What follows belongs to an exercise in optimizing a design on an open flow for small area; a production flow would make more cautious choices. Only simulation tests tie the RTL to the original design; equivalence was not proved. Power and IR drop assume default switching activity.

## programmer
module programmer (
	input 			sys_clk,
	input 			sys_nrst,
	input 			MISO,
	output			MOSI,
	output			SCK,
	output 			NSS,
	input [15:0] 	command,
	input 			out_fifo_empty,
	input [15:0]	out_fifo_rd_data,
	output			out_fifo_rd_en,
	output reg 		program_done,
	output reg 		verify_done,
	output reg 		program_error,
	output reg 		spi_violation_err,
	output reg 		spi_process_err
);
reg			tx;			 
reg			wt;			 
reg			nss_r;
reg			sck_r;
reg			mosi_r;
reg [7:0]	tm;			 
reg [3:0]	bit_cnt;	 
wire		done = bit_cnt[3] & !tx;	 
reg [7:0]	sh;			 
assign NSS  = nss_r;
assign SCK  = sck_r | nss_r;
assign MOSI = mosi_r;
reg			spi_enable;
reg			spi_wr_req;
reg [4:0]	wp, rp;
wire		fifo_empty = (wp == rp);
wire		fifo_full  = (wp[4] != rp[4]) && (wp[3:0] == rp[3:0]);
wire		fifo_rd_req;
wire		fifo_wr_req;
wire		fifo_rd_en = fifo_rd_req & !fifo_empty;
wire		fifo_wr_en = fifo_wr_req & !fifo_full;
reg			fifo_zero;	 
reg [15:0]	fifo_q;		 
reg [3:0]	cr;			 
reg [2:0]	fst;
reg [2:0]	hs;			 
reg [15:0]	fb;			 
reg [32:0]	rem;		 
reg			ones;		 
reg [15:0]	crc;
reg [3:0]	cnt;		 
reg [4:0]	ncomp;		 
reg [2:0]	kq;			 
reg [21:0]	r0, r1, r2, r3;
reg [1:0]	ph;
reg [1:0]	cidx;		 
reg			pend_dec;	 
reg			is_one;		 
localparam	F_IDLE = 3'd0, F_LOAD = 3'd1, F_CRC = 3'd2, F_READ = 3'd4, F_READW = 3'd5, F_WRITE = 3'd6, F_WRITEW = 3'd7;
wire		out_fifo_rd_req = (fst == F_READW);
assign		out_fifo_rd_en  = out_fifo_rd_req & !out_fifo_empty;
assign		fifo_wr_req     = (fst == F_WRITEW);
localparam	H_W1 = 3'd0, H_W2 = 3'd1, H_W3 = 3'd2, H_CLO = 3'd3, H_CHI = 3'd4, H_CRC = 3'd5, H_DATA = 3'd6;
wire		fifo_sync_rst = (fst == F_READ) && (hs == H_W1);
wire		start_program = (fst == F_CRC) && (hs == H_DATA) && (cnt == 4'd0) && cr[2];
wire		crc_ok   = (crc == fb);
wire		rem_more = !rem[32] && ((|rem[31:3]) || (rem[2:0] == 3'd7));	 
reg [4:0]	ps;			 
reg [1:0]	pre;		 
reg [1:0]	dc;			 
reg [15:0]	pb;			 
localparam	P_IDLE = 5'd0, P_ISCEN = 5'd1, P_ISCST = 5'd2, P_FINIT = 5'd3,
  ...
==> flow/config.mk <==
export PLATFORM = sky130hd
export DESIGN_NAME = programmer
export DESIGN_NICKNAME = programmer
export VERILOG_FILES = /design/flow/design.v
export SDC_FILE = /design/flow/constraint.sdc
export NUM_CORES = 4
export LEC_CHECK = 0
export ABC_AREA = 1
export CAP_MARGIN = 20
export CORE_MARGIN = 2
export CORE_UTILIZATION = 70
export CTS_BUF_LIST = sky130_fd_sc_hd__clkbuf_16
export CTS_CLUSTER_DIAMETER = 150
export CTS_CLUSTER_SIZE = 25
export PLACE_DENSITY = 0.8
export SLEW_MARGIN = 20
==> flow/constraint.sdc <==
create_clock -name core_clock -period 8.0 [get_ports {sys_clk}]
set_input_delay 1.6000 -clock core_clock [delete_from_list [all_inputs] [get_ports {sys_clk}]]
set_output_delay 1.6000 -clock core_clock [all_outputs]
set_load 0.01 [all_outputs]
standard.sh (not shown) runs the stock make flow with config.mk's settings and CLKGATE_MAP_FILE= SYNTH_SCRIPT=/design/flow/synth_recipe.tcl, a recipe that flattens the netlist after the stock synthesis.
==> flow/flow/run.sh <==
#!/bin/bash
# The standard layout (standard.sh, with its standard synthesis) with
# these changes:
#  - after the standard synthesis, the logic between the registers is mapped
#    again for area by ABC (remap.ys / remap.abc); the registers are kept
#    as the standard synthesis made them (same instances, names, cell types);
#  - the input and output port buffers are the smallest buffer (buf_1);
#  - clock tree synthesis adds no dummy loads.
# Logs: standard_synth.log, remap.log, standard.log here; ORFS's own logs
# under orfs/logs.
set -euo pipefail
export BUFFER_PORTS_ARGS="-buffer_cell sky130_fd_sc_hd__buf_1"
export CTS_ARGS="-sink_clustering_enable -repair_clock_nets -sink_clustering_size 25 -sink_clustering_max_diameter 150 -buf_list sky130_fd_sc_hd__clkbuf_16 -dont_use_dummy_load"

bash standard.sh synth > standard_synth.log 2>&1

RES=orfs/results/${FLOW_PLATFORM}/programmer/base
LIB=${FLOW_HOME}/platforms/${FLOW_PLATFORM}/lib/sky130_fd_sc_hd__tt_025C_1v80.lib
YOSYS=yosys
if [ -x "${FLOW_HOME}/../tools/install/yosys/bin/yosys" ]; then
  YOSYS="${FLOW_HOME}/../tools/install/yosys/bin/yosys"
fi
DONTUSE=""
for c in $(sed -n '/^export DONT_USE_CELLS/,/^$/p' ${FLOW_HOME}/platforms/${FLOW_PLATFORM}/config.mk | tr -d '\\' | tr ' ' '\n' | grep '^sky130'); do
  DONTUSE="$DONTUSE -dont_use $c"
done
cp ${RES}/1_2_yosys.v standard_1_2_yosys.v
sed -e "s#LIBFILE#${LIB}#g" -e "s#NETLIST_IN#$(pwd)/standard_1_2_yosys.v#" \
    -e "s#NETLIST_OUT#$(pwd)/remapped_1_2_yosys.v#" -e "s#ABCSCRIPT#$(pwd)/flow/remap.abc#" \
    -e "s#DONTUSE#${DONTUSE}#" flow/remap.ys > remap_run.ys
"${YOSYS}" -s remap_run.ys > remap.log 2>&1
cp remapped_1_2_yosys.v ${RES}/1_2_yosys.v
touch ${RES}/1_2_yosys.v
rm -f ${RES}/1_synth.odb ${RES}/1_synth.sdc

bash standard.sh > standard.log 2>&1
==> flow/flow/remap.abc <==
strash
dch
map -a
topo
dnsize
==> flow/flow/remap.ys <==
# Re-map the standard synthesis's logic between its registers for area.
# The registers (dfxtp / edfxtp instances) are kept as they are, with their
# names and cell types; only the combinational cells are mapped again.
read_liberty -ignore_miss_func -ignore_miss_dir LIBFILE
read_verilog NETLIST_IN
hierarchy -top programmer
blackbox sky130_fd_sc_hd__dfxtp_1 sky130_fd_sc_hd__edfxtp_1
setattr -set keep 1 t:sky130_fd_sc_hd__dfxtp_1 t:sky130_fd_sc_hd__edfxtp_1
flatten
opt -purge
abc -liberty LIBFILE DONTUSE -script ABCSCRIPT
opt -purge
stat -liberty LIBFILE
write_verilog -noattr -nohex -nodec NETLIST_OUT
Then changed:
==> flow/flow/remap.abc (replaced) <==
strash
dch -f
amap
strash
dch -f
amap
strash
dch -f
amap
strash
dch -f
amap
strash
dch -f
amap
strash
dch -f
amap
topo
dnsize
=> The new run completed with no timing, DRC or antenna violations; critical path depth increases by 1; wire length is lower by 1.2%; combinational power came out lower by about 10%; final cell count came out lower by 10%; total power falls by 4.0%; final area is lower by 2.8%; setup slack got worse by 0.86 ns.
Then changed:
--- a/flow/flow/remap.abc
+++ b/flow/flow/remap.abc
@@ -0,0 +1,16 @@
+strash
+&get -n
+&deepsyn -T 30
+&put
+strash
+dch -f
+amap
+strash
+dch -f
+amap
+strash
+dch -f
+amap
+strash
+dch -f
+amap
Wire length shrinks by 8.6%.
Setup slack gets better by 0.084 ns.
Total power shrinks by 7.5%.
Non-clock buffer count shrinks by 6.
Clock-buffer cell count does not change.
Worst hold slack stays flat.
First-iteration DRC count shrinks by 5.1%.
Final cell count shrinks by 5.9%.
Register-to-register slack gets better by 0.08 ns.
Via count shrinks by 7.8%.
Clock skew hardly moves.
Then changed:
--- a/flow/flow/remap.abc
+++ b/flow/flow/remap.abc
@@ -1,4 +0,0 @@
-strash
-&get -n
-&deepsyn -T 30
-&put
Area after synthesis went up by 3.2%.
Wire length went up by 8.0%.
Cell count went up by 5.0%.
Final area went up by 3.1%.

==> afterwards: timing with drivers on the ports <==
The flow's constraints put no driver on any port. The routed layouts listed below were extracted and timed again, unchanged, in two steps.
Step 1 sets driving cells, clkbuf_16 on the clock port and buf_2 on the other inputs (assumed; they add their load-dependent delay and slew).
Step 2 times the ports against the registers' clock, not the clock port: input delays grow and output delays shrink by t, the midpoint of the rising clock arrivals with the driver on.
Slacks: no drivers / after step 1 / after step 2; pairs: no drivers / after step 1.
run | t (ns) | setup slack, ns | worst data-port slew with drivers (ns)
the first run | 0.607 | 2.344 / 2.344 / 2.344 | 0.04
the second run | 0.603 | 1.480 / 1.480 / 1.480 | 0.04
the third run | 0.600 | 1.564 / 1.564 / 1.564 | 0.03
the fourth run | 0.597 | 1.616 / 1.616 / 1.616 | 0.04
After both steps every run listed still meets setup and hold.
